This is an optimization exercise on Yosys and OpenROAD, whose aim is small area and a short achievable clock period, not a production implementation.
Only the layout flow was run in this run; the RTL was not checked for function there.

==> flow/run.sh <==
#!/bin/bash
# Own layout flow: the standard ORFS flow (standard.sh), with the input and
# output port buffers made of plain buf_2 cells (the default picks a delay cell).
set -euo pipefail
export BUFFER_PORTS_ARGS="-buffer_cell sky130_fd_sc_hd__buf_2"
export PRE_FLOORPLAN_TCL="$PWD/flow/pre_floorplan.tcl"
bash standard.sh > standard.log 2>&1
==> flow/pre_floorplan.tcl <==
# Synthesis (abc) maps each Booth selector to an a22oi_2; the _1 cell is the
# same function in less area and easily drives the single gate it feeds.
set swaps {sky130_fd_sc_hd__a22oi_2 sky130_fd_sc_hd__a22oi_1}
set n 0
foreach inst [[ord::get_db_block] getInsts] {
  set m [[$inst getMaster] getName]
  if { [dict exists $swaps $m] } {
    replace_cell [get_cells [$inst getName]] [dict get $swaps $m]
    incr n
  }
}
puts "pre_floorplan: resized $n cells"
==> standard.sh <==
#!/bin/bash
# synth_recipe.tcl (not shown) runs the flow's synth.tcl, then flattens the netlist and writes it again
# the make line also repeats each setting of config.mk as NAME=value (left out here)
make -C /OpenROAD-flow-scripts/flow DESIGN_CONFIG=/design/flow/config.mk WORK_HOME=/design/flow/orfs CLKGATE_MAP_FILE= SYNTH_SCRIPT=/design/flow/synth_recipe.tcl "${@:-finish}"
==> config.mk <==
export PLATFORM = sky130hd
export DESIGN_NAME = vedicmult_16bit
export DESIGN_NICKNAME = vedicmult_16bit
export VERILOG_FILES = /design/flow/design.v
export SDC_FILE = /design/flow/constraint.sdc
export NUM_CORES = 4
export LEC_CHECK = 0
export CAP_MARGIN = 20
export CORE_MARGIN = 2
export CORE_UTILIZATION = 40
export CTS_BUF_LIST = sky130_fd_sc_hd__clkbuf_2 sky130_fd_sc_hd__clkbuf_4
export SLEW_MARGIN = 20
export SYNTH_HIERARCHICAL = 1
export SYNTH_MINIMUM_KEEP_SIZE = 0
==> constraint.sdc <==
create_clock -name core_clock -period 17.0 [get_ports {clk}]
set_input_delay 3.4000 -clock core_clock [delete_from_list [all_inputs] [get_ports {clk}]]
set_output_delay 3.4000 -clock core_clock [all_outputs]
set_load 0.01 [all_outputs]
==> design.v <==
module vedicmult_16bit(input [15:0] a, b,
input clk, reset,
output reg [31:0] out);
wire one1;
wire two2;
wire neg3;
wire bp4;
wire bp5;
wire bp6;
wire bp7;
wire bp8;
wire bp9;
wire bp10;
wire bp11;
wire bp12;
wire bp13;
wire bp14;
wire bp15;
wire bp16;
wire bp17;
wire bp18;
wire bp19;
wire bp20;
wire pp21;
wire pp22;
wire pp23;
wire pp24;
wire one25;
wire two26;
wire neg27;
wire bp28;
wire bp29;
wire bp30;
wire bp31;
wire bp32;
wire bp33;
wire bp34;
wire bp35;
wire bp36;
wire bp37;
wire bp38;
wire bp39;
wire bp40;
wire bp41;
wire bp42;
wire bp43;
wire bp44;
wire pp45;
wire pp46;
wire one47;
wire two48;
wire neg49;
wire bp50;
wire bp51;
wire bp52;
wire bp53;
wire bp54;
wire bp55;
wire bp56;
wire bp57;
wire bp58;
wire bp59;
wire bp60;
wire bp61;
wire bp62;
wire bp63;
wire bp64;
wire bp65;
wire bp66;
wire pp67;
wire pp68;
wire one69;
wire two70;
wire neg71;
wire bp72;
wire bp73;
wire bp74;
wire bp75;
wire bp76;
wire bp77;
wire bp78;
wire bp79;
wire bp80;
wire bp81;
wire bp82;
wire bp83;
wire bp84;
wire bp85;
wire bp86;
wire bp87;
wire bp88;
wire pp89;
wire pp90;
wire one91;
wire two92;
wire neg93;
wire bp94;
wire bp95;
wire bp96;
wire bp97;
wire bp98;
wire bp99;
wire bp100;
wire bp101;
wire bp102;
wire bp103;
wire bp104;
wire bp105;
wire bp106;
wire bp107;
wire bp108;
wire bp109;
wire bp110;
wire pp111;
wire pp112;
wire one113;
wire two114;
wire neg115;
wire bp116;
wire bp117;
wire bp118;
wire bp119;
wire bp120;
wire bp121;
wire bp122;
wire bp123;
wire bp124;
wire bp125;
wire bp126;
wire bp127;
wire bp128;
wire bp129;
wire bp130;
wire bp131;
wire bp132;
wire pp133;
wire pp134;
wire one135;
wire two136;
wire neg137;
wire bp138;
wire bp139;
wire bp140;
wire bp141;
wire bp142;
wire bp143;
wire bp144;
wire bp145;
wire bp146;
wire bp147;
wire bp148;
wire bp149;
wire bp150;
wire bp151;
wire bp152;
wire bp153;
wire bp154;
wire pp155;
wire pp156;
wire one157;
wire two158;
wire neg159;
wire bp160;
wire bp161;
wire bp162;
wire bp163;
wire bp164;
wire bp165;
wire bp166;
wire bp167;
wire bp168;
wire bp169;
wire bp170;
wire bp171;
wire bp172;
wire bp173;
wire bp174;
wire bp175;
wire bp176;
wire pp177;
wire pp178;
wire pp179;
wire pp180;
wire pp181;
wire pp182;
wire pp183;
wire pp184;
wire pp185;
wire pp186;
wire pp187;
wire pp188;
wire pp189;
wire pp190;
wire pp191;
wire pp192;
wire pp193;
wire pp194;
wire pp195;
wire pp196;
wire pp197;
wire pp198;
wire pp199;
wire pp200;
wire pp201;
wire pp202;
wire pp203;
wire pp204;
wire pp205;
wire pp206;
wire s207;
wire c208;
wire s209;
wire c210;
wire s211;
wire c212;
wire s213;
wire c214;
wire s215;
wire c216;
wire s217;
wire c218;
wire s219;
wire c220;
wire s221;
wire c222;
wire s223;
wire c224;
wire s225;
wire c226;
wire s227;
wire c228;
wire s229;
wire c230;
wire s231;
wire c232;
wire s233;
wire c234;
wire s235;
wire c236;
wire s237;
wire c238;
wire s239;
wire c240;
wire s241;
wire c242;
wire s243;
wire c244;
wire s245;
wire c246;
wire s247;
wire c248;
wire s249;
wire c250;
wire s251;
wire c252;
wire s253;
wire c254;
wire s255;
wire c256;
wire s257;
wire c258;
wire s259;
wire c260;
wire s261;
wire c262;
wire s263;
wire c264;
wire s265;
wire c266;
wire s267;
wire c268;
wire s269;
wire c270;
wire s271;
wire c272;
wire s273;
wire c274;
wire s275;
wire c276;
wire s277;
wire c278;
wire s279;
wire c280;
wire s281;
wire c282;
wire s283;
wire c284;
wire s285;
wire c286;
wire s287;
wire c288;
wire s289;
wire c290;
wire s291;
wire c292;
wire s293;
wire c294;
wire s295;
wire c296;
wire s297;
wire c298;
wire s299;
wire c300;
wire s301;
wire c302;
wire s303;
wire c304;
wire s305;
wire c306;
wire s307;
wire c308;
wire s309;
wire c310;
wire s311;
wire c312;
wire s313;
wire c314;
wire s315;
wire c316;
wire s317;
wire c318;
wire s319;
wire c320;
wire s321;
wire c322;
wire s323;
wire c324;
wire s325;
wire c326;
wire s327;
wire c328;
wire s329;
wire c330;
wire s331;
wire c332;
wire s333;
wire c334;
wire s335;
wire c336;
wire s337;
wire c338;
wire s339;
wire c340;
wire s341;
wire c342;
wire s343;
wire c344;
wire s345;
wire c346;
wire s347;
wire c348;
wire s349;
wire c350;
wire s351;
wire c352;
wire s353;
wire c354;
wire s355;
wire c356;
wire s357;
wire c358;
wire s359;
wire c360;
wire s361;
wire c362;
wire s363;
wire c364;
wire s365;
wire c366;
wire s367;
wire c368;
wire s369;
wire c370;
wire s371;
wire c372;
wire s373;
wire c374;
wire s375;
wire c376;
wire s377;
wire c378;
wire s379;
wire c380;
wire s381;
wire c382;
wire s383;
wire c384;
wire s385;
wire c386;
wire s387;
wire c388;
wire s389;
wire c390;
wire s391;
wire c392;
wire s393;
wire c394;
wire s395;
wire c396;
wire s397;
wire c398;
wire s399;
wire c400;
wire s401;
wire c402;
wire s403;
wire c404;
wire s405;
wire c406;
wire s407;
wire c408;
wire s409;
wire c410;
wire s411;
wire c412;
wire s413;
wire c414;
wire s415;
wire c416;
wire s417;
wire c418;
wire s419;
wire c420;
wire s421;
wire c422;
wire s423;
wire c424;
wire s425;
wire c426;
wire s427;
wire c428;
wire s429;
wire c430;
wire s431;
wire c432;
wire s433;
wire c434;
wire s435;
wire c436;
wire s437;
wire c438;
wire s439;
wire c440;
wire s441;
wire c442;
wire s443;
wire c444;
wire s445;
wire c446;
wire s447;
wire c448;
wire s449;
wire c450;
wire s451;
wire c452;
wire s453;
wire c454;
wire s455;
wire c456;
wire s457;
wire c458;
wire s459;
wire c460;
wire s461;
wire c462;
wire s463;
wire c464;
wire s465;
wire c466;
wire s467;
wire c468;
wire s469;
wire c470;
wire s471;
wire c472;
wire s473;
wire c474;
wire s475;
wire c476;
wire ci477;
wire p478;
wire g479;
wire p480;
wire p481;
wire g482;
wire p483;
wire p484;
wire g485;
wire p486;
wire p487;
wire g488;
wire p489;
wire g490;
wire p491;
wire g492;
wire p493;
wire g494;
wire p495;
wire g496;
wire p497;
wire g498;
wire p499;
wire g500;
wire p501;
wire g502;
wire p503;
wire g504;
wire p505;
wire g506;
wire p507;
wire g508;
wire p509;
wire g510;
wire p511;
wire g512;
wire p513;
wire g514;
wire p515;
wire g516;
wire p517;
wire g518;
wire p519;
wire g520;
wire g521;
wire p522;
wire g523;
wire p524;
wire g525;
wire p526;
wire g527;
wire p528;
wire g529;
wire p530;
wire g531;
wire p532;
wire g533;
wire p534;
wire g535;
wire p536;
wire g537;
wire p538;
wire g539;
wire p540;
wire g541;
wire p542;
wire g543;
wire p544;
wire g545;
wire p546;
wire g547;
wire p548;
wire g549;
wire p550;
wire g551;
wire p552;
wire g553;
wire p554;
wire g555;
wire p556;
wire g557;
wire p558;
wire g559;
wire p560;
wire g561;
wire p562;
wire g563;
wire p564;
wire g565;
wire p566;
wire g567;
wire p568;
wire g569;
wire p570;
wire g571;
wire p572;
wire g573;
wire p574;
wire g575;
wire p576;
wire g577;
wire p578;
wire g579;
wire p580;
wire g581;
wire p582;
wire g583;
wire p584;
wire g585;
wire p586;
wire g587;
wire p588;
wire g589;
wire p590;
wire g591;
wire p592;
wire g593;
wire p594;
wire g595;
wire p596;
wire g597;
wire p598;
wire g599;
wire p600;
wire g601;
wire p602;
wire g603;
wire p604;
wire g605;
wire p606;
wire g607;
wire p608;
wire g609;
wire p610;
wire g611;
wire p612;
wire g613;
wire p614;
wire g615;
wire p616;
wire o617;
wire o618;
wire o619;
wire o620;
wire o621;
wire o622;
wire o623;
wire o624;
wire o625;
wire o626;
wire o627;
wire o628;
wire o629;
wire o630;
wire o631;
wire o632;
wire o633;
wire o634;
wire o635;
wire o636;
wire o637;
wire o638;
wire o639;
assign one1 = b[0] ^ 1'b0;
assign two2 = (b[1] & ~b[0] & ~1'b0) | (~b[1] & b[0] & 1'b0);
assign neg3 = b[1];
BSEL1 u_bp4 (.s(one1), .neg(neg3), .x(a[0]), .o(bp4));
BSEL u_bp5 (.one(one1), .two(two2), .neg(neg3), .x(a[1]), .y(a[0]), .o(bp5));
BSEL u_bp6 (.one(one1), .two(two2), .neg(neg3), .x(a[2]), .y(a[1]), .o(bp6));
BSEL u_bp7 (.one(one1), .two(two2), .neg(neg3), .x(a[3]), .y(a[2]), .o(bp7));
BSEL u_bp8 (.one(one1), .two(two2), .neg(neg3), .x(a[4]), .y(a[3]), .o(bp8));
BSEL u_bp9 (.one(one1), .two(two2), .neg(neg3), .x(a[5]), .y(a[4]), .o(bp9));
BSEL u_bp10 (.one(one1), .two(two2), .neg(neg3), .x(a[6]), .y(a[5]), .o(bp10));
BSEL u_bp11 (.one(one1), .two(two2), .neg(neg3), .x(a[7]), .y(a[6]), .o(bp11));
BSEL u_bp12 (.one(one1), .two(two2), .neg(neg3), .x(a[8]), .y(a[7]), .o(bp12));
BSEL u_bp13 (.one(one1), .two(two2), .neg(neg3), .x(a[9]), .y(a[8]), .o(bp13));
BSEL u_bp14 (.one(one1), .two(two2), .neg(neg3), .x(a[10]), .y(a[9]), .o(bp14));
BSEL u_bp15 (.one(one1), .two(two2), .neg(neg3), .x(a[11]), .y(a[10]), .o(bp15));
BSEL u_bp16 (.one(one1), .two(two2), .neg(neg3), .x(a[12]), .y(a[11]), .o(bp16));
BSEL u_bp17 (.one(one1), .two(two2), .neg(neg3), .x(a[13]), .y(a[12]), .o(bp17));
BSEL u_bp18 (.one(one1), .two(two2), .neg(neg3), .x(a[14]), .y(a[13]), .o(bp18));
BSEL u_bp19 (.one(one1), .two(two2), .neg(neg3), .x(a[15]), .y(a[14]), .o(bp19));
BSEL1 u_bp20 (.s(two2), .neg(neg3), .x(a[15]), .o(bp20));
assign pp21 = neg3;
assign pp22 = neg3;
assign pp23 = neg3;
assign pp24 = ~neg3;
assign one25 = b[2] ^ b[1];
assign two26 = (b[3] & ~b[2] & ~b[1]) | (~b[3] & b[2] & b[1]);
assign neg27 = b[3];
BSEL1 u_bp28 (.s(one25), .neg(neg27), .x(a[0]), .o(bp28));
BSEL u_bp29 (.one(one25), .two(two26), .neg(neg27), .x(a[1]), .y(a[0]), .o(bp29));
BSEL u_bp30 (.one(one25), .two(two26), .neg(neg27), .x(a[2]), .y(a[1]), .o(bp30));
BSEL u_bp31 (.one(one25), .two(two26), .neg(neg27), .x(a[3]), .y(a[2]), .o(bp31));
BSEL u_bp32 (.one(one25), .two(two26), .neg(neg27), .x(a[4]), .y(a[3]), .o(bp32));
BSEL u_bp33 (.one(one25), .two(two26), .neg(neg27), .x(a[5]), .y(a[4]), .o(bp33));
BSEL u_bp34 (.one(one25), .two(two26), .neg(neg27), .x(a[6]), .y(a[5]), .o(bp34));
BSEL u_bp35 (.one(one25), .two(two26), .neg(neg27), .x(a[7]), .y(a[6]), .o(bp35));
BSEL u_bp36 (.one(one25), .two(two26), .neg(neg27), .x(a[8]), .y(a[7]), .o(bp36));
BSEL u_bp37 (.one(one25), .two(two26), .neg(neg27), .x(a[9]), .y(a[8]), .o(bp37));
BSEL u_bp38 (.one(one25), .two(two26), .neg(neg27), .x(a[10]), .y(a[9]), .o(bp38));
BSEL u_bp39 (.one(one25), .two(two26), .neg(neg27), .x(a[11]), .y(a[10]), .o(bp39));
BSEL u_bp40 (.one(one25), .two(two26), .neg(neg27), .x(a[12]), .y(a[11]), .o(bp40));
BSEL u_bp41 (.one(one25), .two(two26), .neg(neg27), .x(a[13]), .y(a[12]), .o(bp41));
BSEL u_bp42 (.one(one25), .two(two26), .neg(neg27), .x(a[14]), .y(a[13]), .o(bp42));
BSEL u_bp43 (.one(one25), .two(two26), .neg(neg27), .x(a[15]), .y(a[14]), .o(bp43));
BSEL1 u_bp44 (.s(two26), .neg(neg27), .x(a[15]), .o(bp44));
assign pp45 = neg27;
assign pp46 = ~neg27;
assign one47 = b[4] ^ b[3];
assign two48 = (b[5] & ~b[4] & ~b[3]) | (~b[5] & b[4] & b[3]);
assign neg49 = b[5];
BSEL1 u_bp50 (.s(one47), .neg(neg49), .x(a[0]), .o(bp50));
BSEL u_bp51 (.one(one47), .two(two48), .neg(neg49), .x(a[1]), .y(a[0]), .o(bp51));
BSEL u_bp52 (.one(one47), .two(two48), .neg(neg49), .x(a[2]), .y(a[1]), .o(bp52));
BSEL u_bp53 (.one(one47), .two(two48), .neg(neg49), .x(a[3]), .y(a[2]), .o(bp53));
BSEL u_bp54 (.one(one47), .two(two48), .neg(neg49), .x(a[4]), .y(a[3]), .o(bp54));
BSEL u_bp55 (.one(one47), .two(two48), .neg(neg49), .x(a[5]), .y(a[4]), .o(bp55));
BSEL u_bp56 (.one(one47), .two(two48), .neg(neg49), .x(a[6]), .y(a[5]), .o(bp56));
BSEL u_bp57 (.one(one47), .two(two48), .neg(neg49), .x(a[7]), .y(a[6]), .o(bp57));
BSEL u_bp58 (.one(one47), .two(two48), .neg(neg49), .x(a[8]), .y(a[7]), .o(bp58));
BSEL u_bp59 (.one(one47), .two(two48), .neg(neg49), .x(a[9]), .y(a[8]), .o(bp59));
BSEL u_bp60 (.one(one47), .two(two48), .neg(neg49), .x(a[10]), .y(a[9]), .o(bp60));
BSEL u_bp61 (.one(one47), .two(two48), .neg(neg49), .x(a[11]), .y(a[10]), .o(bp61));
BSEL u_bp62 (.one(one47), .two(two48), .neg(neg49), .x(a[12]), .y(a[11]), .o(bp62));
BSEL u_bp63 (.one(one47), .two(two48), .neg(neg49), .x(a[13]), .y(a[12]), .o(bp63));
BSEL u_bp64 (.one(one47), .two(two48), .neg(neg49), .x(a[14]), .y(a[13]), .o(bp64));
BSEL u_bp65 (.one(one47), .two(two48), .neg(neg49), .x(a[15]), .y(a[14]), .o(bp65));
BSEL1 u_bp66 (.s(two48), .neg(neg49), .x(a[15]), .o(bp66));
assign pp67 = neg49;
assign pp68 = ~neg49;
assign one69 = b[6] ^ b[5];
assign two70 = (b[7] & ~b[6] & ~b[5]) | (~b[7] & b[6] & b[5]);
assign neg71 = b[7];
BSEL1 u_bp72 (.s(one69), .neg(neg71), .x(a[0]), .o(bp72));
BSEL u_bp73 (.one(one69), .two(two70), .neg(neg71), .x(a[1]), .y(a[0]), .o(bp73));
BSEL u_bp74 (.one(one69), .two(two70), .neg(neg71), .x(a[2]), .y(a[1]), .o(bp74));
BSEL u_bp75 (.one(one69), .two(two70), .neg(neg71), .x(a[3]), .y(a[2]), .o(bp75));
BSEL u_bp76 (.one(one69), .two(two70), .neg(neg71), .x(a[4]), .y(a[3]), .o(bp76));
BSEL u_bp77 (.one(one69), .two(two70), .neg(neg71), .x(a[5]), .y(a[4]), .o(bp77));
BSEL u_bp78 (.one(one69), .two(two70), .neg(neg71), .x(a[6]), .y(a[5]), .o(bp78));
BSEL u_bp79 (.one(one69), .two(two70), .neg(neg71), .x(a[7]), .y(a[6]), .o(bp79));
BSEL u_bp80 (.one(one69), .two(two70), .neg(neg71), .x(a[8]), .y(a[7]), .o(bp80));
BSEL u_bp81 (.one(one69), .two(two70), .neg(neg71), .x(a[9]), .y(a[8]), .o(bp81));
BSEL u_bp82 (.one(one69), .two(two70), .neg(neg71), .x(a[10]), .y(a[9]), .o(bp82));
BSEL u_bp83 (.one(one69), .two(two70), .neg(neg71), .x(a[11]), .y(a[10]), .o(bp83));
BSEL u_bp84 (.one(one69), .two(two70), .neg(neg71), .x(a[12]), .y(a[11]), .o(bp84));
BSEL u_bp85 (.one(one69), .two(two70), .neg(neg71), .x(a[13]), .y(a[12]), .o(bp85));
BSEL u_bp86 (.one(one69), .two(two70), .neg(neg71), .x(a[14]), .y(a[13]), .o(bp86));
BSEL u_bp87 (.one(one69), .two(two70), .neg(neg71), .x(a[15]), .y(a[14]), .o(bp87));
BSEL1 u_bp88 (.s(two70), .neg(neg71), .x(a[15]), .o(bp88));
assign pp89 = neg71;
assign pp90 = ~neg71;
assign one91 = b[8] ^ b[7];
assign two92 = (b[9] & ~b[8] & ~b[7]) | (~b[9] & b[8] & b[7]);
assign neg93 = b[9];
BSEL1 u_bp94 (.s(one91), .neg(neg93), .x(a[0]), .o(bp94));
BSEL u_bp95 (.one(one91), .two(two92), .neg(neg93), .x(a[1]), .y(a[0]), .o(bp95));
BSEL u_bp96 (.one(one91), .two(two92), .neg(neg93), .x(a[2]), .y(a[1]), .o(bp96));
BSEL u_bp97 (.one(one91), .two(two92), .neg(neg93), .x(a[3]), .y(a[2]), .o(bp97));
BSEL u_bp98 (.one(one91), .two(two92), .neg(neg93), .x(a[4]), .y(a[3]), .o(bp98));
BSEL u_bp99 (.one(one91), .two(two92), .neg(neg93), .x(a[5]), .y(a[4]), .o(bp99));
BSEL u_bp100 (.one(one91), .two(two92), .neg(neg93), .x(a[6]), .y(a[5]), .o(bp100));
BSEL u_bp101 (.one(one91), .two(two92), .neg(neg93), .x(a[7]), .y(a[6]), .o(bp101));
BSEL u_bp102 (.one(one91), .two(two92), .neg(neg93), .x(a[8]), .y(a[7]), .o(bp102));
BSEL u_bp103 (.one(one91), .two(two92), .neg(neg93), .x(a[9]), .y(a[8]), .o(bp103));
BSEL u_bp104 (.one(one91), .two(two92), .neg(neg93), .x(a[10]), .y(a[9]), .o(bp104));
BSEL u_bp105 (.one(one91), .two(two92), .neg(neg93), .x(a[11]), .y(a[10]), .o(bp105));
BSEL u_bp106 (.one(one91), .two(two92), .neg(neg93), .x(a[12]), .y(a[11]), .o(bp106));
BSEL u_bp107 (.one(one91), .two(two92), .neg(neg93), .x(a[13]), .y(a[12]), .o(bp107));
BSEL u_bp108 (.one(one91), .two(two92), .neg(neg93), .x(a[14]), .y(a[13]), .o(bp108));
BSEL u_bp109 (.one(one91), .two(two92), .neg(neg93), .x(a[15]), .y(a[14]), .o(bp109));
BSEL1 u_bp110 (.s(two92), .neg(neg93), .x(a[15]), .o(bp110));
assign pp111 = neg93;
assign pp112 = ~neg93;
assign one113 = b[10] ^ b[9];
assign two114 = (b[11] & ~b[10] & ~b[9]) | (~b[11] & b[10] & b[9]);
assign neg115 = b[11];
BSEL1 u_bp116 (.s(one113), .neg(neg115), .x(a[0]), .o(bp116));
BSEL u_bp117 (.one(one113), .two(two114), .neg(neg115), .x(a[1]), .y(a[0]), .o(bp117));
BSEL u_bp118 (.one(one113), .two(two114), .neg(neg115), .x(a[2]), .y(a[1]), .o(bp118));
BSEL u_bp119 (.one(one113), .two(two114), .neg(neg115), .x(a[3]), .y(a[2]), .o(bp119));
BSEL u_bp120 (.one(one113), .two(two114), .neg(neg115), .x(a[4]), .y(a[3]), .o(bp120));
BSEL u_bp121 (.one(one113), .two(two114), .neg(neg115), .x(a[5]), .y(a[4]), .o(bp121));
BSEL u_bp122 (.one(one113), .two(two114), .neg(neg115), .x(a[6]), .y(a[5]), .o(bp122));
BSEL u_bp123 (.one(one113), .two(two114), .neg(neg115), .x(a[7]), .y(a[6]), .o(bp123));
BSEL u_bp124 (.one(one113), .two(two114), .neg(neg115), .x(a[8]), .y(a[7]), .o(bp124));
BSEL u_bp125 (.one(one113), .two(two114), .neg(neg115), .x(a[9]), .y(a[8]), .o(bp125));
BSEL u_bp126 (.one(one113), .two(two114), .neg(neg115), .x(a[10]), .y(a[9]), .o(bp126));
BSEL u_bp127 (.one(one113), .two(two114), .neg(neg115), .x(a[11]), .y(a[10]), .o(bp127));
BSEL u_bp128 (.one(one113), .two(two114), .neg(neg115), .x(a[12]), .y(a[11]), .o(bp128));
BSEL u_bp129 (.one(one113), .two(two114), .neg(neg115), .x(a[13]), .y(a[12]), .o(bp129));
BSEL u_bp130 (.one(one113), .two(two114), .neg(neg115), .x(a[14]), .y(a[13]), .o(bp130));
BSEL u_bp131 (.one(one113), .two(two114), .neg(neg115), .x(a[15]), .y(a[14]), .o(bp131));
BSEL1 u_bp132 (.s(two114), .neg(neg115), .x(a[15]), .o(bp132));
assign pp133 = neg115;
assign pp134 = ~neg115;
assign one135 = b[12] ^ b[11];
assign two136 = (b[13] & ~b[12] & ~b[11]) | (~b[13] & b[12] & b[11]);
assign neg137 = b[13];
BSEL1 u_bp138 (.s(one135), .neg(neg137), .x(a[0]), .o(bp138));
BSEL u_bp139 (.one(one135), .two(two136), .neg(neg137), .x(a[1]), .y(a[0]), .o(bp139));
BSEL u_bp140 (.one(one135), .two(two136), .neg(neg137), .x(a[2]), .y(a[1]), .o(bp140));
BSEL u_bp141 (.one(one135), .two(two136), .neg(neg137), .x(a[3]), .y(a[2]), .o(bp141));
BSEL u_bp142 (.one(one135), .two(two136), .neg(neg137), .x(a[4]), .y(a[3]), .o(bp142));
BSEL u_bp143 (.one(one135), .two(two136), .neg(neg137), .x(a[5]), .y(a[4]), .o(bp143));
BSEL u_bp144 (.one(one135), .two(two136), .neg(neg137), .x(a[6]), .y(a[5]), .o(bp144));
BSEL u_bp145 (.one(one135), .two(two136), .neg(neg137), .x(a[7]), .y(a[6]), .o(bp145));
BSEL u_bp146 (.one(one135), .two(two136), .neg(neg137), .x(a[8]), .y(a[7]), .o(bp146));
BSEL u_bp147 (.one(one135), .two(two136), .neg(neg137), .x(a[9]), .y(a[8]), .o(bp147));
BSEL u_bp148 (.one(one135), .two(two136), .neg(neg137), .x(a[10]), .y(a[9]), .o(bp148));
BSEL u_bp149 (.one(one135), .two(two136), .neg(neg137), .x(a[11]), .y(a[10]), .o(bp149));
BSEL u_bp150 (.one(one135), .two(two136), .neg(neg137), .x(a[12]), .y(a[11]), .o(bp150));
BSEL u_bp151 (.one(one135), .two(two136), .neg(neg137), .x(a[13]), .y(a[12]), .o(bp151));
BSEL u_bp152 (.one(one135), .two(two136), .neg(neg137), .x(a[14]), .y(a[13]), .o(bp152));
BSEL u_bp153 (.one(one135), .two(two136), .neg(neg137), .x(a[15]), .y(a[14]), .o(bp153));
BSEL1 u_bp154 (.s(two136), .neg(neg137), .x(a[15]), .o(bp154));
assign pp155 = neg137;
assign pp156 = ~neg137;
assign one157 = b[14] ^ b[13];
assign two158 = (b[15] & ~b[14] & ~b[13]) | (~b[15] & b[14] & b[13]);
assign neg159 = b[15];
BSEL1 u_bp160 (.s(one157), .neg(neg159), .x(a[0]), .o(bp160));
BSEL u_bp161 (.one(one157), .two(two158), .neg(neg159), .x(a[1]), .y(a[0]), .o(bp161));
BSEL u_bp162 (.one(one157), .two(two158), .neg(neg159), .x(a[2]), .y(a[1]), .o(bp162));
BSEL u_bp163 (.one(one157), .two(two158), .neg(neg159), .x(a[3]), .y(a[2]), .o(bp163));
BSEL u_bp164 (.one(one157), .two(two158), .neg(neg159), .x(a[4]), .y(a[3]), .o(bp164));
BSEL u_bp165 (.one(one157), .two(two158), .neg(neg159), .x(a[5]), .y(a[4]), .o(bp165));
BSEL u_bp166 (.one(one157), .two(two158), .neg(neg159), .x(a[6]), .y(a[5]), .o(bp166));
BSEL u_bp167 (.one(one157), .two(two158), .neg(neg159), .x(a[7]), .y(a[6]), .o(bp167));
BSEL u_bp168 (.one(one157), .two(two158), .neg(neg159), .x(a[8]), .y(a[7]), .o(bp168));
BSEL u_bp169 (.one(one157), .two(two158), .neg(neg159), .x(a[9]), .y(a[8]), .o(bp169));
BSEL u_bp170 (.one(one157), .two(two158), .neg(neg159), .x(a[10]), .y(a[9]), .o(bp170));
BSEL u_bp171 (.one(one157), .two(two158), .neg(neg159), .x(a[11]), .y(a[10]), .o(bp171));
BSEL u_bp172 (.one(one157), .two(two158), .neg(neg159), .x(a[12]), .y(a[11]), .o(bp172));
BSEL u_bp173 (.one(one157), .two(two158), .neg(neg159), .x(a[13]), .y(a[12]), .o(bp173));
BSEL u_bp174 (.one(one157), .two(two158), .neg(neg159), .x(a[14]), .y(a[13]), .o(bp174));
BSEL u_bp175 (.one(one157), .two(two158), .neg(neg159), .x(a[15]), .y(a[14]), .o(bp175));
BSEL1 u_bp176 (.s(two158), .neg(neg159), .x(a[15]), .o(bp176));
assign pp177 = neg159;
assign pp178 = ~neg159;
assign pp179 = a[0] & b[15];
assign pp180 = a[1] & b[15];
assign pp181 = a[2] & b[15];
assign pp182 = a[3] & b[15];
assign pp183 = a[4] & b[15];
assign pp184 = a[5] & b[15];
assign pp185 = a[6] & b[15];
assign pp186 = a[7] & b[15];
assign pp187 = a[8] & b[15];
assign pp188 = a[9] & b[15];
assign pp189 = a[10] & b[15];
assign pp190 = a[11] & b[15];
assign pp191 = a[12] & b[15];
assign pp192 = a[13] & b[15];
assign pp193 = a[14] & b[15];
assign pp194 = a[15] & b[15];
assign pp195 = ~(a[4] & b[15]);
assign pp196 = a[4] & b[15];
assign pp197 = ~(a[6] & b[15]);
assign pp198 = a[6] & b[15];
assign pp199 = ~(a[8] & b[15]);
assign pp200 = a[8] & b[15];
assign pp201 = ~(a[10] & b[15]);
assign pp202 = a[10] & b[15];
assign pp203 = ~(a[12] & b[15]);
assign pp204 = a[12] & b[15];
assign pp205 = ~(a[14] & b[15]);
assign pp206 = a[14] & b[15];
FA u_s207 (.x(pp45), .y(bp6), .z(bp28), .s(s207), .c(c208));
FA u_s209 (.x(bp7), .y(bp29), .z(c208), .s(s209), .c(c210));
FA u_s211 (.x(pp67), .y(bp8), .z(bp30), .s(s211), .c(c212));
FA u_s213 (.x(bp50), .y(s211), .z(c210), .s(s213), .c(c214));
FA u_s215 (.x(bp9), .y(bp31), .z(bp51), .s(s215), .c(c216));
FA u_s217 (.x(c212), .y(s215), .z(c214), .s(s217), .c(c218));
FA u_s219 (.x(pp89), .y(bp10), .z(bp32), .s(s219), .c(c220));
FA u_s221 (.x(bp52), .y(bp72), .z(c216), .s(s221), .c(c222));
FA u_s223 (.x(s219), .y(s221), .z(c218), .s(s223), .c(c224));
FA u_s225 (.x(bp11), .y(bp33), .z(bp53), .s(s225), .c(c226));
FA u_s227 (.x(bp73), .y(c220), .z(s225), .s(s227), .c(c228));
HA u_s229 (.x(c222), .y(s227), .s(s229), .c(c230));
FA u_s231 (.x(pp111), .y(bp12), .z(bp34), .s(s231), .c(c232));
FA u_s233 (.x(bp54), .y(bp74), .z(bp94), .s(s233), .c(c234));
FA u_s235 (.x(c226), .y(s231), .z(s233), .s(s235), .c(c236));
FA u_s237 (.x(c228), .y(s235), .z(c230), .s(s237), .c(c238));
FA u_s239 (.x(bp13), .y(bp35), .z(bp55), .s(s239), .c(c240));
FA u_s241 (.x(bp75), .y(bp95), .z(c232), .s(s241), .c(c242));
FA u_s243 (.x(c234), .y(s239), .z(s241), .s(s243), .c(c244));
FA u_s245 (.x(c236), .y(s243), .z(c238), .s(s245), .c(c246));
FA u_s247 (.x(pp133), .y(bp14), .z(bp36), .s(s247), .c(c248));
FA u_s249 (.x(bp56), .y(bp76), .z(bp96), .s(s249), .c(c250));
FA u_s251 (.x(bp116), .y(c240), .z(s247), .s(s251), .c(c252));
FA u_s253 (.x(s249), .y(c242), .z(s251), .s(s253), .c(c254));
HA u_s255 (.x(c244), .y(s253), .s(s255), .c(c256));
FA u_s257 (.x(bp15), .y(bp37), .z(bp57), .s(s257), .c(c258));
FA u_s259 (.x(bp77), .y(bp97), .z(bp117), .s(s259), .c(c260));
FA u_s261 (.x(c248), .y(c250), .z(s257), .s(s261), .c(c262));
FA u_s263 (.x(s259), .y(c252), .z(s261), .s(s263), .c(c264));
FA u_s265 (.x(c254), .y(s263), .z(c256), .s(s265), .c(c266));
FA u_s267 (.x(pp155), .y(bp16), .z(bp38), .s(s267), .c(c268));
FA u_s269 (.x(bp58), .y(bp78), .z(bp98), .s(s269), .c(c270));
FA u_s271 (.x(bp118), .y(bp138), .z(c258), .s(s271), .c(c272));
FA u_s273 (.x(c260), .y(s267), .z(s269), .s(s273), .c(c274));
FA u_s275 (.x(c262), .y(s271), .z(s273), .s(s275), .c(c276));
HA u_s277 (.x(c264), .y(s275), .s(s277), .c(c278));
FA u_s279 (.x(bp17), .y(bp39), .z(bp59), .s(s279), .c(c280));
FA u_s281 (.x(bp79), .y(bp99), .z(bp119), .s(s281), .c(c282));
FA u_s283 (.x(bp139), .y(c268), .z(c270), .s(s283), .c(c284));
FA u_s285 (.x(s279), .y(s281), .z(c272), .s(s285), .c(c286));
FA u_s287 (.x(c274), .y(s283), .z(s285), .s(s287), .c(c288));
FA u_s289 (.x(c276), .y(c278), .z(s287), .s(s289), .c(c290));
FA u_s291 (.x(pp177), .y(bp18), .z(bp40), .s(s291), .c(c292));
FA u_s293 (.x(bp60), .y(bp80), .z(bp100), .s(s293), .c(c294));
FA u_s295 (.x(bp120), .y(bp140), .z(bp160), .s(s295), .c(c296));
FA u_s297 (.x(c280), .y(c282), .z(s291), .s(s297), .c(c298));
FA u_s299 (.x(s293), .y(s295), .z(c284), .s(s299), .c(c300));
FA u_s301 (.x(s297), .y(c286), .z(s299), .s(s301), .c(c302));
HA u_s303 (.x(c288), .y(s301), .s(s303), .c(c304));
FA u_s305 (.x(bp19), .y(bp41), .z(bp61), .s(s305), .c(c306));
FA u_s307 (.x(bp81), .y(bp101), .z(bp121), .s(s307), .c(c308));
FA u_s309 (.x(bp141), .y(bp161), .z(c292), .s(s309), .c(c310));
FA u_s311 (.x(c294), .y(c296), .z(s305), .s(s311), .c(c312));
FA u_s313 (.x(s307), .y(c298), .z(s309), .s(s313), .c(c314));
FA u_s315 (.x(s311), .y(c300), .z(s313), .s(s315), .c(c316));
FA u_s317 (.x(c302), .y(s315), .z(c304), .s(s317), .c(c318));
FA u_s319 (.x(pp179), .y(bp20), .z(bp42), .s(s319), .c(c320));
FA u_s321 (.x(bp62), .y(bp82), .z(bp102), .s(s321), .c(c322));
FA u_s323 (.x(bp122), .y(bp142), .z(bp162), .s(s323), .c(c324));
FA u_s325 (.x(c306), .y(c308), .z(s319), .s(s325), .c(c326));
FA u_s327 (.x(s321), .y(s323), .z(c310), .s(s327), .c(c328));
FA u_s329 (.x(c312), .y(s325), .z(s327), .s(s329), .c(c330));
FA u_s331 (.x(c314), .y(s329), .z(c316), .s(s331), .c(c332));
FA u_s333 (.x(pp22), .y(pp180), .z(bp43), .s(s333), .c(c334));
FA u_s335 (.x(bp63), .y(bp83), .z(bp103), .s(s335), .c(c336));
FA u_s337 (.x(bp123), .y(bp143), .z(bp163), .s(s337), .c(c338));
FA u_s339 (.x(c320), .y(c322), .z(c324), .s(s339), .c(c340));
FA u_s341 (.x(s333), .y(s335), .z(s337), .s(s341), .c(c342));
FA u_s343 (.x(c326), .y(s339), .z(s341), .s(s343), .c(c344));
FA u_s345 (.x(c328), .y(s343), .z(c330), .s(s345), .c(c346));
FA u_s347 (.x(pp23), .y(pp181), .z(bp44), .s(s347), .c(c348));
FA u_s349 (.x(bp64), .y(bp84), .z(bp104), .s(s349), .c(c350));
FA u_s351 (.x(bp124), .y(bp144), .z(bp164), .s(s351), .c(c352));
FA u_s353 (.x(c334), .y(c336), .z(c338), .s(s353), .c(c354));
FA u_s355 (.x(s347), .y(s349), .z(s351), .s(s355), .c(c356));
FA u_s357 (.x(c340), .y(c342), .z(s353), .s(s357), .c(c358));
FA u_s359 (.x(s355), .y(c344), .z(s357), .s(s359), .c(c360));
FA u_s361 (.x(pp24), .y(pp46), .z(pp182), .s(s361), .c(c362));
FA u_s363 (.x(bp65), .y(bp85), .z(bp105), .s(s363), .c(c364));
FA u_s365 (.x(bp125), .y(bp145), .z(bp165), .s(s365), .c(c366));
FA u_s367 (.x(s361), .y(c348), .z(c350), .s(s367), .c(c368));
FA u_s369 (.x(c352), .y(s363), .z(s365), .s(s369), .c(c370));
FA u_s371 (.x(c354), .y(s367), .z(c356), .s(s371), .c(c372));
FA u_s373 (.x(s369), .y(c358), .z(s371), .s(s373), .c(c374));
FA u_s375 (.x(pp195), .y(bp66), .z(bp86), .s(s375), .c(c376));
FA u_s377 (.x(bp106), .y(bp126), .z(bp146), .s(s377), .c(c378));
FA u_s379 (.x(bp166), .y(c362), .z(c364), .s(s379), .c(c380));
FA u_s381 (.x(c366), .y(s375), .z(s377), .s(s381), .c(c382));
FA u_s383 (.x(c368), .y(s379), .z(c370), .s(s383), .c(c384));
FA u_s385 (.x(s381), .y(c372), .z(s383), .s(s385), .c(c386));
FA u_s387 (.x(pp68), .y(pp184), .z(pp196), .s(s387), .c(c388));
FA u_s389 (.x(bp87), .y(bp107), .z(bp127), .s(s389), .c(c390));
FA u_s391 (.x(bp147), .y(bp167), .z(s387), .s(s391), .c(c392));
FA u_s393 (.x(c376), .y(c378), .z(s389), .s(s393), .c(c394));
FA u_s395 (.x(s391), .y(c380), .z(c382), .s(s395), .c(c396));
FA u_s397 (.x(s393), .y(c384), .z(s395), .s(s397), .c(c398));
FA u_s399 (.x(pp197), .y(bp88), .z(bp108), .s(s399), .c(c400));
FA u_s401 (.x(bp128), .y(bp148), .z(bp168), .s(s401), .c(c402));
FA u_s403 (.x(c388), .y(c390), .z(s399), .s(s403), .c(c404));
FA u_s405 (.x(s401), .y(c392), .z(c394), .s(s405), .c(c406));
FA u_s407 (.x(s403), .y(c396), .z(s405), .s(s407), .c(c408));
FA u_s409 (.x(pp90), .y(pp186), .z(pp198), .s(s409), .c(c410));
FA u_s411 (.x(bp109), .y(bp129), .z(bp149), .s(s411), .c(c412));
FA u_s413 (.x(bp169), .y(s409), .z(c400), .s(s413), .c(c414));
FA u_s415 (.x(c402), .y(s411), .z(c404), .s(s415), .c(c416));
FA u_s417 (.x(s413), .y(c406), .z(s415), .s(s417), .c(c418));
FA u_s419 (.x(pp199), .y(bp110), .z(bp130), .s(s419), .c(c420));
FA u_s421 (.x(bp150), .y(bp170), .z(c410), .s(s421), .c(c422));
FA u_s423 (.x(c412), .y(s419), .z(s421), .s(s423), .c(c424));
FA u_s425 (.x(c414), .y(s423), .z(c416), .s(s425), .c(c426));
FA u_s427 (.x(pp112), .y(pp188), .z(pp200), .s(s427), .c(c428));
FA u_s429 (.x(bp131), .y(bp151), .z(bp171), .s(s429), .c(c430));
FA u_s431 (.x(s427), .y(c420), .z(s429), .s(s431), .c(c432));
FA u_s433 (.x(c422), .y(s431), .z(c424), .s(s433), .c(c434));
FA u_s435 (.x(pp201), .y(bp132), .z(bp152), .s(s435), .c(c436));
FA u_s437 (.x(bp172), .y(c428), .z(c430), .s(s437), .c(c438));
FA u_s439 (.x(s435), .y(c432), .z(s437), .s(s439), .c(c440));
FA u_s441 (.x(pp134), .y(pp190), .z(pp202), .s(s441), .c(c442));
FA u_s443 (.x(bp153), .y(bp173), .z(s441), .s(s443), .c(c444));
FA u_s445 (.x(c436), .y(s443), .z(c438), .s(s445), .c(c446));
FA u_s447 (.x(pp203), .y(bp154), .z(bp174), .s(s447), .c(c448));
FA u_s449 (.x(c442), .y(s447), .z(c444), .s(s449), .c(c450));
FA u_s451 (.x(pp156), .y(pp192), .z(pp204), .s(s451), .c(c452));
FA u_s453 (.x(bp175), .y(s451), .z(c448), .s(s453), .c(c454));
FA u_s455 (.x(pp205), .y(bp176), .z(c452), .s(s455), .c(c456));
FA u_s457 (.x(pp178), .y(pp194), .z(pp206), .s(s457), .c(c458));
HA u_s459 (.x(bp4), .y(pp21), .s(s459), .c(c460));
HA u_s461 (.x(bp5), .y(c460), .s(s461), .c(c462));
HA u_s463 (.x(s207), .y(c462), .s(s463), .c(c464));
HA u_s465 (.x(s209), .y(c464), .s(s465), .c(c466));
HA u_s467 (.x(s213), .y(c466), .s(s467), .c(c468));
HA u_s469 (.x(s217), .y(c468), .s(s469), .c(c470));
HA u_s471 (.x(s223), .y(c470), .s(s471), .c(c472));
FA u_s473 (.x(c224), .y(s229), .z(c472), .s(s473), .c(c474));
HA u_s475 (.x(s237), .y(c474), .s(s475), .c(c476));
assign ci477 = c476;
assign p478 = s245;
A2 u_g479 (.x(c246), .y(s255), .o(g479));
X2 u_p480 (.x(c246), .y(s255), .o(p480));
assign p481 = s265;
A2 u_g482 (.x(c266), .y(s277), .o(g482));
X2 u_p483 (.x(c266), .y(s277), .o(p483));
assign p484 = s289;
A2 u_g485 (.x(c290), .y(s303), .o(g485));
X2 u_p486 (.x(c290), .y(s303), .o(p486));
assign p487 = s317;
A2 u_g488 (.x(c318), .y(s331), .o(g488));
X2 u_p489 (.x(c318), .y(s331), .o(p489));
A2 u_g490 (.x(c332), .y(s345), .o(g490));
X2 u_p491 (.x(c332), .y(s345), .o(p491));
A2 u_g492 (.x(c346), .y(s359), .o(g492));
X2 u_p493 (.x(c346), .y(s359), .o(p493));
A2 u_g494 (.x(c360), .y(s373), .o(g494));
X2 u_p495 (.x(c360), .y(s373), .o(p495));
A2 u_g496 (.x(c374), .y(s385), .o(g496));
X2 u_p497 (.x(c374), .y(s385), .o(p497));
A2 u_g498 (.x(c386), .y(s397), .o(g498));
X2 u_p499 (.x(c386), .y(s397), .o(p499));
A2 u_g500 (.x(c398), .y(s407), .o(g500));
X2 u_p501 (.x(c398), .y(s407), .o(p501));
A2 u_g502 (.x(c408), .y(s417), .o(g502));
X2 u_p503 (.x(c408), .y(s417), .o(p503));
A2 u_g504 (.x(c418), .y(s425), .o(g504));
X2 u_p505 (.x(c418), .y(s425), .o(p505));
A2 u_g506 (.x(c426), .y(s433), .o(g506));
X2 u_p507 (.x(c426), .y(s433), .o(p507));
A2 u_g508 (.x(c434), .y(s439), .o(g508));
X2 u_p509 (.x(c434), .y(s439), .o(p509));
A2 u_g510 (.x(c440), .y(s445), .o(g510));
X2 u_p511 (.x(c440), .y(s445), .o(p511));
A2 u_g512 (.x(c446), .y(s449), .o(g512));
X2 u_p513 (.x(c446), .y(s449), .o(p513));
A2 u_g514 (.x(c450), .y(s453), .o(g514));
X2 u_p515 (.x(c450), .y(s453), .o(p515));
A2 u_g516 (.x(c454), .y(s455), .o(g516));
X2 u_p517 (.x(c454), .y(s455), .o(p517));
A2 u_g518 (.x(c456), .y(s457), .o(g518));
X2 u_p519 (.x(c456), .y(s457), .o(p519));
assign g520 = 1'b0 | (p478 & ci477);
assign g521 = g479 | (p480 & g520);
assign p522 = p480 & p478;
assign g523 = g482 | (p483 & 1'b0);
assign p524 = p483 & p481;
assign g525 = g485 | (p486 & 1'b0);
assign p526 = p486 & p484;
assign g527 = g488 | (p489 & 1'b0);
assign p528 = p489 & p487;
assign g529 = g492 | (p493 & g490);
assign p530 = p493 & p491;
assign g531 = g496 | (p497 & g494);
assign p532 = p497 & p495;
assign g533 = g500 | (p501 & g498);
assign p534 = p501 & p499;
assign g535 = g504 | (p505 & g502);
assign p536 = p505 & p503;
assign g537 = g508 | (p509 & g506);
assign p538 = p509 & p507;
assign g539 = g512 | (p513 & g510);
assign p540 = p513 & p511;
assign g541 = g516 | (p517 & g514);
assign p542 = p517 & p515;
assign g543 = 1'b0 | (p481 & g521);
assign p544 = p481 & p522;
assign g545 = g523 | (p524 & g521);
assign p546 = p524 & p522;
assign g547 = 1'b0 | (p487 & g525);
assign p548 = p487 & p526;
assign g549 = g527 | (p528 & g525);
assign p550 = p528 & p526;
assign g551 = g494 | (p495 & g529);
assign p552 = p495 & p530;
assign g553 = g531 | (p532 & g529);
assign p554 = p532 & p530;
assign g555 = g502 | (p503 & g533);
assign p556 = p503 & p534;
assign g557 = g535 | (p536 & g533);
assign p558 = p536 & p534;
assign g559 = g510 | (p511 & g537);
assign p560 = p511 & p538;
assign g561 = g539 | (p540 & g537);
assign p562 = p540 & p538;
assign g563 = g518 | (p519 & g541);
assign p564 = p519 & p542;
assign g565 = 1'b0 | (p484 & g545);
assign p566 = p484 & p546;
assign g567 = g525 | (p526 & g545);
assign p568 = p526 & p546;
assign g569 = g547 | (p548 & g545);
assign p570 = p548 & p546;
assign g571 = g549 | (p550 & g545);
assign p572 = p550 & p546;
assign g573 = g498 | (p499 & g553);
assign p574 = p499 & p554;
assign g575 = g533 | (p534 & g553);
assign p576 = p534 & p554;
assign g577 = g555 | (p556 & g553);
assign p578 = p556 & p554;
assign g579 = g557 | (p558 & g553);
assign p580 = p558 & p554;
assign g581 = g514 | (p515 & g561);
assign p582 = p515 & p562;
assign g583 = g541 | (p542 & g561);
assign p584 = p542 & p562;
assign g585 = g563 | (p564 & g561);
assign p586 = p564 & p562;
assign g587 = g490 | (p491 & g571);
assign p588 = p491 & p572;
assign g589 = g529 | (p530 & g571);
assign p590 = p530 & p572;
assign g591 = g551 | (p552 & g571);
assign p592 = p552 & p572;
assign g593 = g553 | (p554 & g571);
assign p594 = p554 & p572;
assign g595 = g573 | (p574 & g571);
assign p596 = p574 & p572;
assign g597 = g575 | (p576 & g571);
assign p598 = p576 & p572;
assign g599 = g577 | (p578 & g571);
assign p600 = p578 & p572;
assign g601 = g579 | (p580 & g571);
assign p602 = p580 & p572;
assign g603 = g506 | (p507 & g601);
assign p604 = p507 & p602;
assign g605 = g537 | (p538 & g601);
assign p606 = p538 & p602;
assign g607 = g559 | (p560 & g601);
assign p608 = p560 & p602;
assign g609 = g561 | (p562 & g601);
assign p610 = p562 & p602;
assign g611 = g581 | (p582 & g601);
assign p612 = p582 & p602;
assign g613 = g583 | (p584 & g601);
assign p614 = p584 & p602;
assign g615 = g585 | (p586 & g601);
assign p616 = p586 & p602;
assign o617 = p478 ^ ci477;
assign o618 = p480 ^ g520;
assign o619 = p481 ^ g521;
assign o620 = p483 ^ g543;
assign o621 = p484 ^ g545;
assign o622 = p486 ^ g565;
assign o623 = p487 ^ g567;
assign o624 = p489 ^ g569;
assign o625 = p491 ^ g571;
assign o626 = p493 ^ g587;
assign o627 = p495 ^ g589;
assign o628 = p497 ^ g591;
assign o629 = p499 ^ g593;
assign o630 = p501 ^ g595;
assign o631 = p503 ^ g597;
assign o632 = p505 ^ g599;
assign o633 = p507 ^ g601;
assign o634 = p509 ^ g603;
assign o635 = p511 ^ g605;
assign o636 = p513 ^ g607;
assign o637 = p515 ^ g609;
assign o638 = p517 ^ g611;
assign o639 = p519 ^ g613;
wire [31:0] prod = {o639, o638, o637, o636, o635, o634, o633, o632, o631, o630, o629, o628, o627, o626, o625, o624, o623, o622, o621, o620, o619, o618, o617, s475, s473, s471, s469, s467, s465, s463, s461, s459};
always @(posedge clk) begin
  if (reset) out <= prod;
  else out <= 32'd0;
end
endmodule
module FA(input x, y, z, output s, c);
assign s = x ^ y ^ z;
assign c = (x & y) | (x & z) | (y & z);
endmodule
module HA(input x, y, output s, c);
assign s = x ^ y;
assign c = x & y;
endmodule
module X2(input x, y, output o);
assign o = x ^ y;
endmodule
module A2(input x, y, output o);
assign o = x & y;
endmodule
module BSEL(input one, two, neg, x, y, output o);
assign o = ((one & x) | (two & y)) ^ neg;
endmodule
module BSEL1(input s, neg, x, output o);
assign o = (s & x) ^ neg;
endmodule
==> flow_summary_export.csv <==
group,metric,value,unit
finish,drive_gt1_frac,0.133,
route,highest_layer,"met4",
clocking,clk_path_buf_depth,2,
outcome,outcome,"complete, no violations",
grt,antenna_found_initial,1,
timing,whs,3550,ps
synth,syn_nets,834,
synth,yosysWarnings,7,
critical_path,end_kind,"register",
finish,nets,917,
critical_path,path_cells,"buf_2 -> inv_1 -> nor2_1 -> a22oi_1 -> xnor2_1 -> fa_1 -> fa_1 -> fa_1 -> fa_1 -> fa_1 -> ha_1 -> fa_1 -> ha_1 -> ha_1 -> ha_1 -> o211a_1 -> o41ai_4 -> o31ai_4 -> a31oi_1 -> inv_1 -> ha_1 -> or3_1 -> and3_1",
grt,grt_pass1_vias,5756,
route,wl_per_cell,20.1,microns
route,drtAntennaViolNets,0,
die,start_util,0.412,
finish,largest-register,"out",
finish,layout_commonest_cell,"xnor2_1",
die,io_pins,66,
route,via_per_inst,5.77,
timing,fin_crit_sh,0.605,
placement,dpl.hpwl,14300,microns
timing,fmax,97.2,MHz
placement,gp_congestion,0.846,
timing,finalHoldViolations,0,
critical_path,worstSetupStartpointType,"primary input",
clocking,post_cts_buffers,0,
timing,min_period,10290,ps
critical_path,critPathArrivalTime,10550,ps
route,met2_length,8880,microns
run,max_cap_violations,0,
placement,io_buffer_count,65,
grt,grt_pass1_wl,31500,microns
critical_path,path_class,"primary input to register",
finish,top_regs,"out: 32 flops",
critical_path,startpoint,"b[1]",
route,remaining_drc_errors,0,
clocking,postCtsHoldBufs,0,
clocking,ctsResizeCount,0,
clocking,cts_tree,"yes",
timing,worst_pin_slew,1110,ps
critical_path,critPathBufInv,3,
critical_path,critPathTopFamily,"adder cells",
clocking,root_buffer,"clkbuf_4",
die,die_x,135,microns
clocking,htreeDepth,2,
finish,final_cell_mix,"140 x xnor2_1, 123 x fa_1, 120 x a22oi_1",
die,die_area,18300,sq um
critical_path,worstPathMaxFanout,24,
die,die_h,135,microns
timing,setup_tns,0,ps
route,wl_met1,8500,microns
route,via_count,5558,
route,dr.pass1.iters,6,
timing,rsz0062_at_grt,"no",
grt,grt_max_degree,39,
timing,drv_slew,0,
die,rows,47,
critical_path,cp_slowest_cell,"nor2_1",
clocking,clk_pin_slew_worst_paths,110,ps
min_path,worstHoldStart,"reset",
route,wirelength,19300,microns
timing,finalSetupViolCount,0,
route,drt_iter0_drc,401,
grt,grt_usage,0.222,
clocking,cts.sinks,32,
critical_path,cp_data_required_time,17260,ps
min_path,hp-class,"primary input to register",
timing,slew_headroom,0.260,
grt,grt.overflow.total,0,
synth,syn-instance-count,659,
clocking,cts-buffers-inserted,5,
route,wl_met3,1500,microns
critical_path,cpMostUsedCell,"fa_1",
die,core,16700,sq um
finish,largest_register_ffs,32,
critical_path,max_stage_delay,770,ps
-- tightest hold or removal path: cells and delay by family --
family / cells / cell delay [ps]
mux: 1 / 60
simple gates: 1 / 130
buf+inv: 1 / 270
-- cell type report --
cell class,count,area [sq um]
antenna,1,2.50
multi-input combinational,605,6150
clock buffer,6,45.0
timing repair buffer,81,445
clock inverter,2,35.0
fill,1615,9040
tap,220,275
inverter,17,63.8
sequential,32,641
-- per-layer routing --
layer / vias to the layer above / GRT usage
li1: 2471 / -
met3: 44 / 0.0412
met5: - / 0
met2: 256 / 0.346
met4: 0 / 0.0781
met1: 2787 / 0.310
-- through the flow --
stage / cell area [sq um] / setup slack, ps / util / std cells
after floorplan: 6880 / 7560 / - / 659
after global placement: 7580 / 6590 / 0.454 / 955
after detailed placement: 7580 / 6360 / 0.454 / 955
after CTS: 7660 / 6760 / 0.458 / 963
after global routing: 7660 / 6400 / 0.459 / 964
final: 7660 / 6710 / 0.459 / 964
-- path summary, 6_finish.rpt --
check       to  cells after the start  slack (ps)
max    out[26]                     23        6710
min    out[27]                      3        3550

-- what the ideal ports hide --
In the flow no input, the clock included, has a driving cell. The finished layout below was timed again as built, in two steps. Step 1 assumes that a clkbuf_16 drives the clock port and a buf_2 every other input. Step 2 moves the port delays by t, midway between the first and last clock arrival at a register: inputs arrive t later, outputs are due t later. That takes back most of the time a late clock gives input paths. Slacks: ideal ports / drivers / drivers and shift; pairs: ideal ports / drivers.
t, ns: 0.378
setup WS [ns]: 6.714 / 6.721 / 6.343
clock arrival spread, ns: 0.019 / 0.019
worst register clock-pin slew, ns: 0.11 / 0.11
worst slew at a driven data input, ns: 0.04
After both steps setup and hold are still met in this run. The setup slack of this run moves by +0.007 ns with the drivers and by -0.371 ns with both steps.
